This is an optimization exercise on Yosys and OpenROAD, whose aim is small area, a short achievable clock period and few clock cycles per item, not a production implementation. Only simulation tests tie the RTL to the original design; equivalence was not proved.

## flow/design.v (module list and top-level ports; edited modules follow where they fit)
// module tanh: 1632 lines
module tanh (
    input  clk,
    input  rst,
    input  [13:0] i_x,
    input  i_valid,
    output o_ready,
    output [13:0] o_fx,
    output o_valid,
    input  i_ready
);
  // ...
==> flow/run.sh <==
#!/bin/bash
# synth_recipe.tcl (not shown) runs the flow's synth.tcl, then flattens the netlist and writes it again
# the make line also repeats each setting of config.mk as NAME=value (left out here)
make -C /OpenROAD-flow-scripts/flow DESIGN_CONFIG=/design/flow/config.mk WORK_HOME=/design/flow/orfs CLKGATE_MAP_FILE= SYNTH_SCRIPT=/design/flow/synth_recipe.tcl finish
==> flow/config.mk <==
export PLATFORM = sky130hd
export DESIGN_NAME = tanh
export DESIGN_NICKNAME = tanh
export VERILOG_FILES = /design/flow/design.v
export SDC_FILE = /design/flow/constraint.sdc
export NUM_CORES = 4
export LEC_CHECK = 0
export CAP_MARGIN = 20
export CORE_MARGIN = 2
export CORE_UTILIZATION = 40
export SETUP_SLACK_MARGIN = 4.7
export SLEW_MARGIN = 20
==> flow/constraint.sdc <==
create_clock -name core_clock -period 8.0 [get_ports {clk}]
set_input_delay 1.6000 -clock core_clock [delete_from_list [all_inputs] [get_ports {clk}]]
set_output_delay 1.6000 -clock core_clock [all_outputs]
set_load 0.01 [all_outputs]
==> results by group, run 1 <==
Detailed routing
  – Met2 Wirelength: a little under 40000 um
  – Post-Route WL: 81400 um
  – DR iter-0 viols: 1680
  – Post-DR wirelength/cell: between 15 and 20 um

Hold path
  – Worst Min Path Start: q_s4[10]
  – Worst Hold Depth: 0

STA
  – Fin crit period: 3.25 ns
  – Max Clock Freq: about 300 MHz
  – Final setup vio count: 0
  – Hold_ws: a little under 0.4 ns
  – Final TNS setup: 0 ns

Yosys
  – Multiplexer share of the synthesized area: 0.0175
  – Syn Nets: 3975
  – Largest area contributor in the netlist: edfxtp_1
  – Number of flops mapped to enable cells by yosys: 600
  – Top-count cell post-synth: edfxtp_1
  – Area contributors post-synth: edfxtp_1, fa_1, ha_1, a22oi_1, xnor2_1
  – Async S/R FF share, synth: 0

Outcome
  – Run status: timing/DRC/antenna clean

Clock network
  – CTS Hold Buffers Added: 0
  – Worst skew pair latency: about 0.63 ns
  – Clock Pin Slew Worst Setup and Hold Paths: roughly 0.070 ns
  – Clock sinks: between 600 and 700
  – Setup Buffers After CTS: 74
  – Post_cts resized: 9

Layout
  – Storage cell area: about 18000 um^2
  – Final design utilization: 0.459
  – Multi-input logic area: 21300 um^2
  – Layout cell share with drive strength beyond 1: 0.121
  – Multi-input gates: 2133
  – Logic inverters: between 400 and 500

Setup path
  – Critical path capture point type: flop
  – Buf/Inv on CP: 2
  – Reg-to-Reg End: m5_ha[7]
  – Data arrival time of the critical path: 3.62 ns
  – CP top delay family: adder cells
  – Worst path max stage delay: 0.54 ns

Floorplanning
  – Core area: 103000 um^2
  – DIE HEIGHT: 327 um

Flow run
  – Max cap viols: 0
Testbench counts, summed over its fixed seeds: cycles 16,112, items 16,000.
==> run 2, diff against run 1 <==
--- a/flow/config.mk
+++ b/flow/config.mk
@@ -10,2 +10,4 @@
 export CORE_UTILIZATION = 40
+export CTS_CLUSTER_DIAMETER = 120
+export CTS_CLUSTER_SIZE = 22
 export SETUP_SLACK_MARGIN = 4.7
==> run 2 against run 1 <==
  * Register-to-register slack improved by 0.02 ns
  * Still clean on timing, DRC and antenna
  * Fmax increased by 0.71%
  * Sequential share of layout area increased by 1.1 points
  * Flip-flop and latch count unchanged
  * Hold slack improved by 0.017 ns
  * Largest cell class unchanged
==> results by group, run 2 <==
Placement
  – RePlAce Congestion: 0.820
  – PortBufs: 33
  – Post-DP HPWL: 53900 um
  – DP Worst Slack: 4.15 ns
  – Placed cells: 4581
  – Post-DP Area: around 43000 um^2

Clock network
  – CTS tree: built
  – Clock Pin Slew Worst Setup and Hold Paths: 0.09 ns (+0.02 ns)
  – Longest Clk Path Bufs: 3
  – H-tree depth: 2
  – Clock sinks: 617 (unchanged)
  – Clock Tree Root: clkbuf_16
  – Worst skew pair latency: 0.60 ns (-0.03 ns)
  – CTS Hold Buffers Added: 0 (unchanged)
  – CTS Buf Count: 35

Yosys
  – Main combinational cell family by area after synthesis: adder cells
  – Synth warn: 1
  – Area contributors post-synth: edfxtp_1, fa_1, ha_1, a22oi_1, xnor2_1
  – Syn Nets: 3975 (unchanged)
  – Adder-Cell Fraction of Synth Area: 0.230
  – Multiplexer share of the synthesized area: 0.0175 (unchanged)
  – Cells after Synth: 3368
  – Synth Cell Area: 41800 um^2
  – Compound-Gate Fraction of Synth Area: 0.113
  – Number of flops mapped to enable cells by yosys: 600 (unchanged)
  – Distinct cell type count after synthesis: roughly 80
  – Register area share after synthesis: 0.439
  – Mean post-synth cell area: 12.4 um^2
  – Synth top cells by count: edfxtp_1, inv_1, a22oi_1, fa_1
  – Async S/R FF share, synth: 0 (unchanged)
  – Yosys top cell area share: 0.431
  – Main synth FF type: edfxtp_1
  – Post-synthesis xor/xnor area fraction: 0.106
  – Synth Register Bits: 617
  – Top-count cell post-synth: edfxtp_1
  – Largest area contributor in the netlist: edfxtp_1
  – Simple-Gate Fraction of Synth Area: 0.0384

STA
  – Slew Limit Fails: 0
  – Tcrit/Tclk final: 0.403
  – Final Hold Fails: 0
  – Max Clock Freq: 310 MHz (+0.71%)
  – Fin worst setup slack: 4.78 ns
  – Relative slew slack: 0.288
  – RSZ-0062 raised after global routing: true
  – Clk_skew: 0.0291 ns
  – Final TNS setup: 0 ns (unchanged)
  – Worst slew pin tran: 1.07 ns
  – Final setup vio count: 0 (unchanged)
  – Fin crit period: 3.22 ns (-0.0229 ns)
  – Hold_ws: 0.414 ns (+0.0165 ns)

Layout
  – Ant diodes: 0
  – Layout cell share with drive strength beyond 1: 0.104 (-0.0170)
  – Most frequent cells in the layout: edfxtp_1, inv_1, a22oi_1
  – Cell area after layout: 46200 um^2
  – Post-route insts no fill: 4851
  – Commonest non-fill, non-tap cell in the layout: edfxtp_1
  – NumNets Final: 4067
  – Area delta synth->final: 10.5%

Global route
  – Initial antenna violation count: 0
  – Grt ovf: 0
  – Total GRT Usage: 0.150
  – Global-route wire length before repair: 132000 um
  – Pin count of the biggest net entering global routing: 201
  – Vias in the first global route: 25182

Setup path
  – Buf/Inv on CP: 2 (unchanged)
  – CP Max Fanout: 6
  – CP top delay family: adder cells
  – Startpoint Class: flop
  – Worst path max stage delay: 0.55 ns (about the same)
  – Data arrival time of the critical path: 3.57 ns (-0.05 ns)
  – CP most frequent cell: fa_1
  – Critical path class: reg -> reg
  – Worst path cell trace: a22oi_1, xnor2_1, fa_1, inv_1, fa_1, fa_1, inv_1, fa_1
  – Slowest-stage cell, CP: edfxtp_1
  – Critical path capture point type: flop
  – Crit path required time: 8.34 ns

Detailed routing
  – Pre-antenna DRT Iters: 7
  – DR iter-0 viols: 1677 (-0.18%)
  – Drt drc: 0
  – Post-DR wirelength/cell: 16.6 um (+0.57%)
  – Post-Route WL: 80500 um (-1.1%)
  – Via-to-Cell Ratio: 5.11
  – Final ANT Viol Nets: 0
  – Total vias in the final route: 24799

Floorplanning
  – # rows: 118
  – Die X: 327 um
  – Core area: 103000 um^2 (unchanged)
  – Starting Density: 0.404
  – Ports: 34
  – DIE HEIGHT: 327 um (unchanged)
  – Die area: between 100000 and 150000 um^2

Hold path
  – Worst hold path type: reg -> reg

Flow run
  – Max cap viols: 0 (unchanged)

Outcome
  – Run status: timing/DRC/antenna clean
-- run 2: area by class of cell --
cell class / instances / area, um^2
fillers: 9405 / 57300
multi-input cells: 2133 / 21300
flip-flops and latches: 617 / 18400
repair buffers: 263 / 2240
well taps: 1380 / 1730
inverters: 410 / 1540
clock buffers: 39 / 891
clock inverters: 9 / 154
-- run 2: worst reg2reg max path: stages, from the launching register on --
cell      delay, ns
edfxtp_1       0.55
a22oi_1        0.28
xnor2_1        0.11
fa_1           0.48
inv_1          0.05
fa_1           0.46
fa_1           0.54
inv_1          0.05
fa_1           0.46
-- run 2: worst paths after layout --
| path | from | endpoint | slack (ns) | cells after the start |
|---|---|---|---|---|
| worst min-delay path | x_s6[12] | x_s7[12] | 0.41 | 0 |
| worst min register to register | x_s6[12] | x_s7[12] | 0.41 | 0 |
| worst max-delay path | q_s9[9] | m5_ha[7] | 4.78 | 8 |
| worst max register to register | q_s9[9] | m5_ha[7] | 4.78 | 8 |
-- run 2: what timing repair did --
action	4_1_cts	5_1_grt
buffers inserted	70	152
pin swaps	1	8
gates resized for setup	10	20
setup endpoints to repair	175	191
gates cloned	0	0
-- run 2: cells by family (layout without fill, tap and decap cells) --
| group | after synthesis | after routing |
|---|---|---|
| xor gates and xnor gates | 502 | 502 |
| buffers and inverters | 618 | 721 |
| muxes | 67 | 67 |
| AOI/OAI and AO/OA | 658 | 658 |
| adders and majority gates | 589 | 589 |
| and+or+nand+nor | 317 | 317 |
| DFF | 617 | 617 |
-- run 2: through the flow --
step	utilization
global placement	0.417
global route	0.446
detailed placement	0.417
CTS	0.433
floorplan	-
finish	0.446
-- run 2: metal layers --
metal | vias up | wire (um) | track usage
met5 | - | 0 | 0
met2 | 463 | 38800 | 0.252
li1 | 11852 | - | -
met4 | 0 | 1570 | 0.0367
met1 | 12380 | 37300 | 0.208
met3 | 104 | 2820 | 0.0158

afterwards: timing with drivers on the ports:
No port has a modelled driver above. Below, the same layouts with a new extraction and two added sets of constraints.
Step 1, drivers: a clkbuf_16 drives clk and a buf_2 each remaining input, both assumed.
Step 2 times the ports against the registers' clock, not the clock port: input delays grow and output delays shrink by t, the midpoint of the rising clock arrivals with the driver on.
Three values: no drivers, after step 1, after step 2; two values: the first two.
run | shift t [ns] | slack for setup (ns) | slew at the worst register clock pin (ns)
run 1 | 0.680 | 4.754 / 4.754 / 4.482 | 0.07 / 0.07
run 2 | 0.653 | 4.777 / 4.777 / 4.483 | 0.09 / 0.09
After both steps setup and hold are still met in every run listed. The setup slack of run 2, which loses most, moves by 0.000 ns with the drivers and by -0.294 ns with both steps.
